This is an optimization exercise on Yosys and OpenROAD, whose aim is a short achievable clock period and few clock cycles, not a production implementation.
RTL that was checked went through simulation tests only; none was proved equivalent to the original.
Power and IR drop assume default switching activity.

==> exp/amber <==
==> flow/design.v (excerpt) <==
module byte_unit_top (
  input clk,
  input rstn,
  output  [7:0] imem_addr,
  input  [20:0] imem_data,
  output  [7:0] dmem_addr,
  output        dmem_we,
  output [15:0] dmem_wdata,
  input  [15:0] dmem_rdata,
  input  sema_valid_i,
  input  sema_data_i,
  output sema_ready_o,
  input  sema_is_empty_i,
  output sema_write_o,
  output sema_data_o,
  output halted
);
clock: 5.0 ns
lec_check: 0
abc_clock_period_in_ps: 2400
cap_margin: 40
core_margin: 2
core_utilization: 40
setup_slack_margin: 2.6
slew_margin: 40
run.sh (not shown) runs the stock make flow with config.mk's settings and CLKGATE_MAP_FILE= SYNTH_SCRIPT=/design/flow/synth_recipe.tcl, a recipe that flattens the netlist after the stock synthesis.
==> exp/pepper: changes against exp/amber <==
- ABC_CLOCK_PERIOD_IN_PS: 2400 -> 2000
- CORE_UTILIZATION: 40 -> 45
==> comparison table <==
	exp/pepper	exp/amber
Run status	finished clean	finished clean
Comb group	23,600 uW	23,100 uW
Met2 track demand over resource in global routing	0.554	0.494
Maximum cell stage delay along the critical path	0.52 ns	0.38 ns
Share of total power in the clock network	0.177	0.184
Final critical path time including I/O delays and setup	3.43 ns	3.38 ns
Final setup slack of the worst path	1.57 ns	1.62 ns
Non-CTS inverters	320	321
Number of rows created at floorplan	134	142
Number of antenna violations at the first check in global routing	18	21
Synth-to-Final Area Change	36.5%	38.0%
Startpoint of the worst-slack reg-to-reg timing path	ea_fb	ea_fa
Standard cell area after detailed placement	0.0639 mm2	0.0642 mm2
Clock distribution area overhead in the final layout	0.0418	0.0437
P per Cell Area	548 mW/mm2	540 mW/mm2
Cell total after placement	8,216	8,462
Testbench counts of exp/amber, summed over its fixed seeds: cycles 19,378.
Testbench counts of exp/pepper, summed over its fixed seeds: cycles 19,378.

* * *

==> run a <==
byte_unit_top, a different RTL version from the one above (not shown whole).
// byte_unit_top
module byte_unit_top (
  input clk,
  input rstn,
  output  [7:0] imem_addr,
  input  [20:0] imem_data,
  output  [7:0] dmem_addr,
  output        dmem_we,
  output [15:0] dmem_wdata,
  input  [15:0] dmem_rdata,
  input  sema_valid_i,
  input  sema_data_i,
  output sema_ready_o,
  input  sema_is_empty_i,
  output sema_write_o,
  output sema_data_o,
  output halted
);
export LEC_CHECK = 0
export ABC_CLOCK_PERIOD_IN_PS = 2400
export CAP_MARGIN = 20
export CORE_MARGIN = 2
export CORE_UTILIZATION = 40
export SETUP_SLACK_MARGIN = 2.6
export SLEW_MARGIN = 20
create_clock -name core_clock -period 5.0 [get_ports {clk}]
==> run b (differences from run a) <==
--- a/flow/design.v
+++ b/flow/design.v
@@ -39,13 +39,13 @@
 reg  [7:0] e_ptgt;
 reg        e_halt;
 reg        e_isbr, e_isjalr, e_iscmp, e_isld, e_isst, e_issr, e_issw;
 reg  [1:0] e_cc;        
 reg        e_sadd, e_ssub, e_sand, e_sor, e_sxor, e_snot, e_sshl, e_sshr, e_slink;
 reg [15:0] ea_a, ea_b, el_a, el_b, ex_a, ex_b, ev_a, ev_b;
-reg        ea_fa, ea_fb, el_fa, el_fb, ex_fa, ex_fb, ev_fa, ev_fb;
+reg        ea_fa, ea_fb, el_fa, el_fb, ev_fa, ev_fb;
 reg        m_wen;
 reg  [3:0] m_rd;
 reg [15:0] m_res;       
 reg        m_isld, m_issr;
 reg        m_we;
 reg  [7:0] m_addr;
@@ -55,12 +55,49 @@
 reg        m_mul;       
 reg [15:0] m_mr0, m_mr1, m_mr2, m_mr3, m_mr4, m_mr5;
 reg        w_mul;
 reg  [3:0] w_rd;
 reg [15:0] w_s, w_c;
 reg [15:0] rf [1:15];
+function [16:0] ks16(input [15:0] a, input [15:0] b, input cin);
+  reg [15:0] p, g, pp, gg;
+  integer i, d;
+  begin
+    p = a ^ b;
+    g = a & b;
+    g[0] = g[0] | (p[0] & cin);
+    gg = g;
+    pp = p;
+    for (d = 1; d < 16; d = d * 2)
+      for (i = 15; i >= d; i = i - 1) begin
+        gg[i] = gg[i] | (pp[i] & gg[i-d]);
+        pp[i] = pp[i] & pp[i-d];
+      end
+    ks16[0] = p[0] ^ cin;
+    for (i = 1; i < 16; i = i + 1) ks16[i] = p[i] ^ gg[i-1];
+    ks16[16] = gg[15];
+  end
+endfunction
+function [19:0] ks20(input [19:0] a, input [19:0] b, input cin);
+  reg [19:0] p, g, pp, gg;
+  integer i, d;
+  begin
+    p = a ^ b;
+    g = a & b;
+    g[0] = g[0] | (p[0] & cin);
+    gg = g;
+    pp = p;
+    for (d = 1; d < 20; d = d * 2)
+      for (i = 19; i >= d; i = i - 1) begin
+        gg[i] = gg[i] | (pp[i] & gg[i-d]);
+        pp[i] = pp[i] & pp[i-d];
+      end
+    ks20[0] = p[0] ^ cin;
+    for (i = 1; i < 20; i = i + 1) ks20[i] = p[i] ^ gg[i-1];
+  end
+endfunction
 wire sstall = (m_sw & ~sema_is_empty_i) | (m_sr & ~sema_valid_i);
 wire gstall = m_halt | sstall;
 wire d_haz;             
 wire e_mispred;
 wire [7:0] e_redir_pc;
 wire e_adv    = ~gstall;                              
@@ -138,13 +175,14 @@
 wire dv_free;           
 reg  [3:0] dv_rd;
 reg        dv_wen;
 wire vhit1 = d_use1 & dv_busy & dv_wen & (dv_rd == d_rs1);
 wire vhit2 = d_use2 & dv_busy & dv_wen & (dv_rd == d_rs2);
 wire e_div = e_v & e_isdiv;
-assign d_haz = ((hit1 | hit2) & (e_mres | e_ismul | e_isdiv)) | mhit1 | mhit2 | vhit1 | vhit2 |
+assign d_haz = ((hit1 | hit2) & (e_mres | e_ismul | e_isdiv | d_ismul | d_isdiv)) |
+               mhit1 | mhit2 | vhit1 | vhit2 |
                ((d_isdiv | d_halt) & (e_div | ~dv_free));
 wire f1 = hit1 & ~e_mres & ~e_ismul & ~e_isdiv;
 wire f2 = hit2 & ~e_mres & ~e_ismul & ~e_isdiv & ~d_immop;
 wire d_kill = d_go & ~redirect & d_wr;
 always @(posedge clk or negedge rstn) begin
   if (!rstn) begin
@@ -188,47 +226,48 @@
     ea_a <= d_v1; ea_b <= d_b; ea_fa <= f1; ea_fb <= f2;
   end
   if (e_adv & d_islog) begin
     el_a <= d_v1; el_b <= d_b; el_fa <= f1; el_fb <= f2;
   end
   if (e_adv & d_ismul) begin
-    ex_a <= d_v1; ex_b <= d_b; ex_fa <= f1; ex_fb <= f2;
+    ex_a <= d_v1; ex_b <= d_b;
   end
   if (e_adv & d_isvop) begin
     ev_a <= d_v1; ev_b <= d_b; ev_fa <= f1; ev_fb <= f2;
   end
 end
-reg [15:0] mra, mrl, mrx, mrv;
+reg [15:0] mra, mrl, mrv;
 wire [15:0] la = el_fa ? mrl : el_a;
 wire [15:0] lb = el_fb ? mrl : el_b;
-wire [15:0] xa = ex_fa ? mrx : ex_a;
-wire [15:0] xb = ex_fb ? mrx : ex_b;
-wire [15:0] va = ev_fa ? mrv : ev_a;
-wire [15:0] vb = ev_fb ? mrv : ev_b;
-wire [16:0] d00 = {1'b0, ea_a} - {1'b0, ea_b};
-wire [16:0] d10 = {1'b0, mra} - {1'b0, ea_b};
-wire [16:0] d01 = {1'b0, ea_a} - {1'b0, mra};
-wire [15:0] s00 = ea_a + ea_b;
-wire [15:0] s10 = mra + ea_b;
-wire [15:0] s01 = ea_a + mra;
+wire [15:0] xa = ex_a;
+wire [15:0] xb = ex_b;
+wire [15:0] va = ev_fa ? mrv : ev_a;    
+wire [15:0] da = ev_a;                  
+wire [15:0] db = ev_b;
+wire [16:0] d00 = ks16(ea_a, ~ea_b, 1'b1);
+wire [16:0] d10 = ks16(mra, ~ea_b, 1'b1);
+wire [16:0] d01 = ks16(ea_a, ~mra, 1'b1);
+wire [15:0] s00 = ks16(ea_a, ea_b, 1'b0);
+wire [15:0] s10 = ks16(mra, ea_b, 1'b0);
+wire [15:0] s01 = ks16(ea_a, mra, 1'b0);
 wire [15:0] s11 = {mra[14:0], 1'b0};
 wire        q00 = (ea_a == ea_b);
 wire        q10 = (mra == ea_b);
 wire        q01 = (ea_a == mra);
 reg  [16:0] diff;
 reg  [15:0] sum;
 reg         eq;
 always @(*) begin
   case ({ea_fa, ea_fb})
     2'b00: begin diff = d00; sum = s00; eq = q00; end
     2'b10: begin diff = d10; sum = s10; eq = q10; end
     2'b01: begin diff = d01; sum = s01; eq = q01; end
-    default: begin diff = 17'd0; sum = s11; eq = 1'b1; end
+    default: begin diff = 17'h10000; sum = s11; eq = 1'b1; end
   endcase
 end
-wire        lt   = diff[16];
+wire        lt   = ~diff[16];
 wire        gt   = ~lt & ~eq;
 wire  [7:0] aa8  = ea_fa ? mra[7:0] : ea_a[7:0];
 wire        jbad = ea_fa ? (e_ptgt != mra[7:0]) : (e_ptgt != ea_a[7:0]);
 reg         cond;
 always @(*) begin
   case (e_cc)
@@ -260,24 +299,25 @@
       if (v[i]) bitlen = i + 1;
   end
 endfunction
 wire  [4:0] dv_s  = dv_la - dv_lb;               
 wire  [3:0] dv_np = (dv_s + 5'd2) >> 1;          
 wire  [4:0] dv_sh = {dv_np, 1'b0} - 5'd2;        
-wire [18:0] dv_r1 = {3'b000, dv_R} - {2'b00, dv_X};
-wire [18:0] dv_r2 = {3'b000, dv_R} - {1'b0, dv_X, 1'b0};
-wire [18:0] dv_r3 = {3'b000, dv_R} - {1'b0, dv_X3};
-wire  [1:0] dv_q  = ~dv_r3[18] ? 2'd3 : ~dv_r2[18] ? 2'd2 : ~dv_r1[18] ? 2'd1 : 2'd0;
-wire [15:0] dv_Rn = ~dv_r3[18] ? dv_r3[15:0] : ~dv_r2[18] ? dv_r2[15:0] :
-                    ~dv_r1[18] ? dv_r1[15:0] : dv_R;
+wire [19:0] dv_r1 = ks20({4'd0, dv_R}, ~{3'd0, dv_X}, 1'b1);
+wire [19:0] dv_r2 = ks20({4'd0, dv_R}, ~{2'd0, dv_X, 1'b0}, 1'b1);
+wire [19:0] dv_r3 = ks20({4'd0, dv_R}, ~{2'd0, dv_X3}, 1'b1);
+wire  [1:0] dv_q  = ~dv_r3[19] ? 2'd3 : ~dv_r2[19] ? 2'd2 : ~dv_r1[19] ? 2'd1 : 2'd0;
+wire [15:0] dv_Rn = ~dv_r3[19] ? dv_r3[15:0] : ~dv_r2[19] ? dv_r2[15:0] :
+                    ~dv_r1[19] ? dv_r1[15:0] : dv_R;
 wire [15:0] dv_Qn = {dv_Q[13:0], dv_q};
 wire dv_done = ((dv_st == DV_CHK) & dv_triv) | ((dv_st == DV_ITER) & (dv_cnt == 4'd1));
 wire [15:0] div_res = (dv_st == DV_ITER) ? dv_Qn : {16{dv_bz}};
 assign dv_busy = (dv_st != DV_IDLE);
 assign dv_free = ~dv_busy | dv_done;
 wire dv_take = ~gstall & e_div;
+wire [16:0] dv_ge = ks16(da, ~db, 1'b1);        
 always @(posedge clk or negedge rstn) begin
   if (!rstn) begin
     dv_st  <= DV_IDLE;
     dv_wen <= 1'b0;
   end else begin
     case (dv_st)
@@ -293,19 +333,19 @@
     end
   end
 end
 always @(posedge clk) begin
   if (dv_take) begin
     dv_rd   <= e_rd;
-    dv_A    <= va;
-    dv_B    <= vb;
-    dv_B3   <= {2'b00, vb} + {1'b0, vb, 1'b0};
-    dv_la   <= bitlen(va);
-    dv_lb   <= bitlen(vb);
-    dv_bz   <= (vb == 16'd0);
-    dv_triv <= (vb == 16'd0) | (va < vb);
+    dv_A    <= da;
+    dv_B    <= db;
+    dv_B3   <= {2'b00, db} + {1'b0, db, 1'b0};
+    dv_la   <= bitlen(da);
+    dv_lb   <= bitlen(db);
+    dv_bz   <= (db == 16'd0);
+    dv_triv <= (db == 16'd0) | ~dv_ge[16];
   end
   case (dv_st)
     DV_CHK: begin
       dv_R   <= dv_A;
       dv_X   <= {1'b0, dv_B} << dv_sh;
       dv_X3  <= dv_B3 << dv_sh;
@@ -384,14 +424,13 @@
     m_addr  <= e_imm8;
     m_sdata <= va;
     m_sbit  <= e_iscmp ? cond : va[0];
   end
   if (~gstall & d_isadd) mra <= alu_res;
   if (~gstall & d_islog) mrl <= alu_res;
-  if (~gstall & d_ismul) mrx <= alu_res;
-  if (~gstall & d_isvop) mrv <= alu_res;
+  if (~gstall & d_isvop & ~d_isdiv) mrv <= alu_res;
   if (~gstall & e_go & e_ismul) begin
     m_mr0   <= l3_0[15:0];
     m_mr1   <= l3_0[31:16];
     m_mr2   <= l3_1[15:0];
     m_mr3   <= l3_1[31:16];
     m_mr4   <= l1_4[31:16];
@@ -415,13 +454,13 @@
   if (~gstall & m_mul) begin
     w_rd <= m_rd;
     w_s  <= l6_0[15:0];
     w_c  <= l6_0[31:16];
   end
 end
-wire [15:0] mul_res = w_s + w_c;
+wire [15:0] mul_res = ks16(w_s, w_c, 1'b0);
 integer k;
 always @(posedge clk or negedge rstn) begin
   if (!rstn) begin
     for (k = 1; k < 16; k = k + 1) rf[k] <= 16'd0;
   end else begin
     for (k = 1; k < 16; k = k + 1) begin
==> summary of the runs <==
- Sequential cell count: run b is lower than run a (19).
- Sequential power is about the same in run b and run a.
- Between run b and run a, the lower sequential share of layout area is in run a (gap 0.38 points).
- Between run a and run b, the lower die area is in run b (gap 0.65%, measured against run b).
- Between run a and run b, the lower clock power is in run a (gap about 0.7%, measured against run b).
- Of run b and run a, run a has the higher total power (gap about 4.4%, measured against run a).
- Against run b, the maximum frequency of run a is higher by 0.42%.
No run of this note included a check of the RTL's function; only the layout flow was run.

[afterwards: timing with drivers on the ports]
In the flow no input, the clock included, has a driving cell. The finished layouts below were timed again as built, in two steps. Step 1 sets driving cells, clkbuf_16 on the clock port and buf_2 on the other inputs (assumed; they add their load-dependent delay and slew). Step 2 adds t to the input delays and takes it off the output delays; t is the mean of the earliest and latest rising clock arrival at the registers after step 1. Input paths then give back, and output paths get back, about the clock's delay inside the block. Slacks: no drivers / after step 1 / after step 2; pairs: no drivers / after step 1.
| run | shift t [ns] | setup WS [ns] | worst hold slack (ns) | slew at the worst register clock pin (ns) |
|---|---|---|---|---|
| exp/amber | 0.831 | 1.618 / 1.618 / 0.979 | 0.093 / 0.072 / 0.330 | 0.08 / 0.08 |
| exp/pepper | 0.867 | 1.566 / 1.566 / 0.850 | 0.096 / 0.061 / 0.329 | 0.07 / 0.07 |
| run a | 0.790 | 1.193 / 1.193 / 1.193 | 0.303 / 0.276 / 0.410 | 0.07 / 0.07 |
| run b | 0.776 | 1.178 / 1.178 / 1.178 | 0.321 / 0.288 / 0.417 | 0.07 / 0.07 |
After both steps every run listed still meets setup and hold. The setup slack of exp/pepper, which loses most, moves by 0.000 ns with the drivers and by -0.716 ns with both steps.
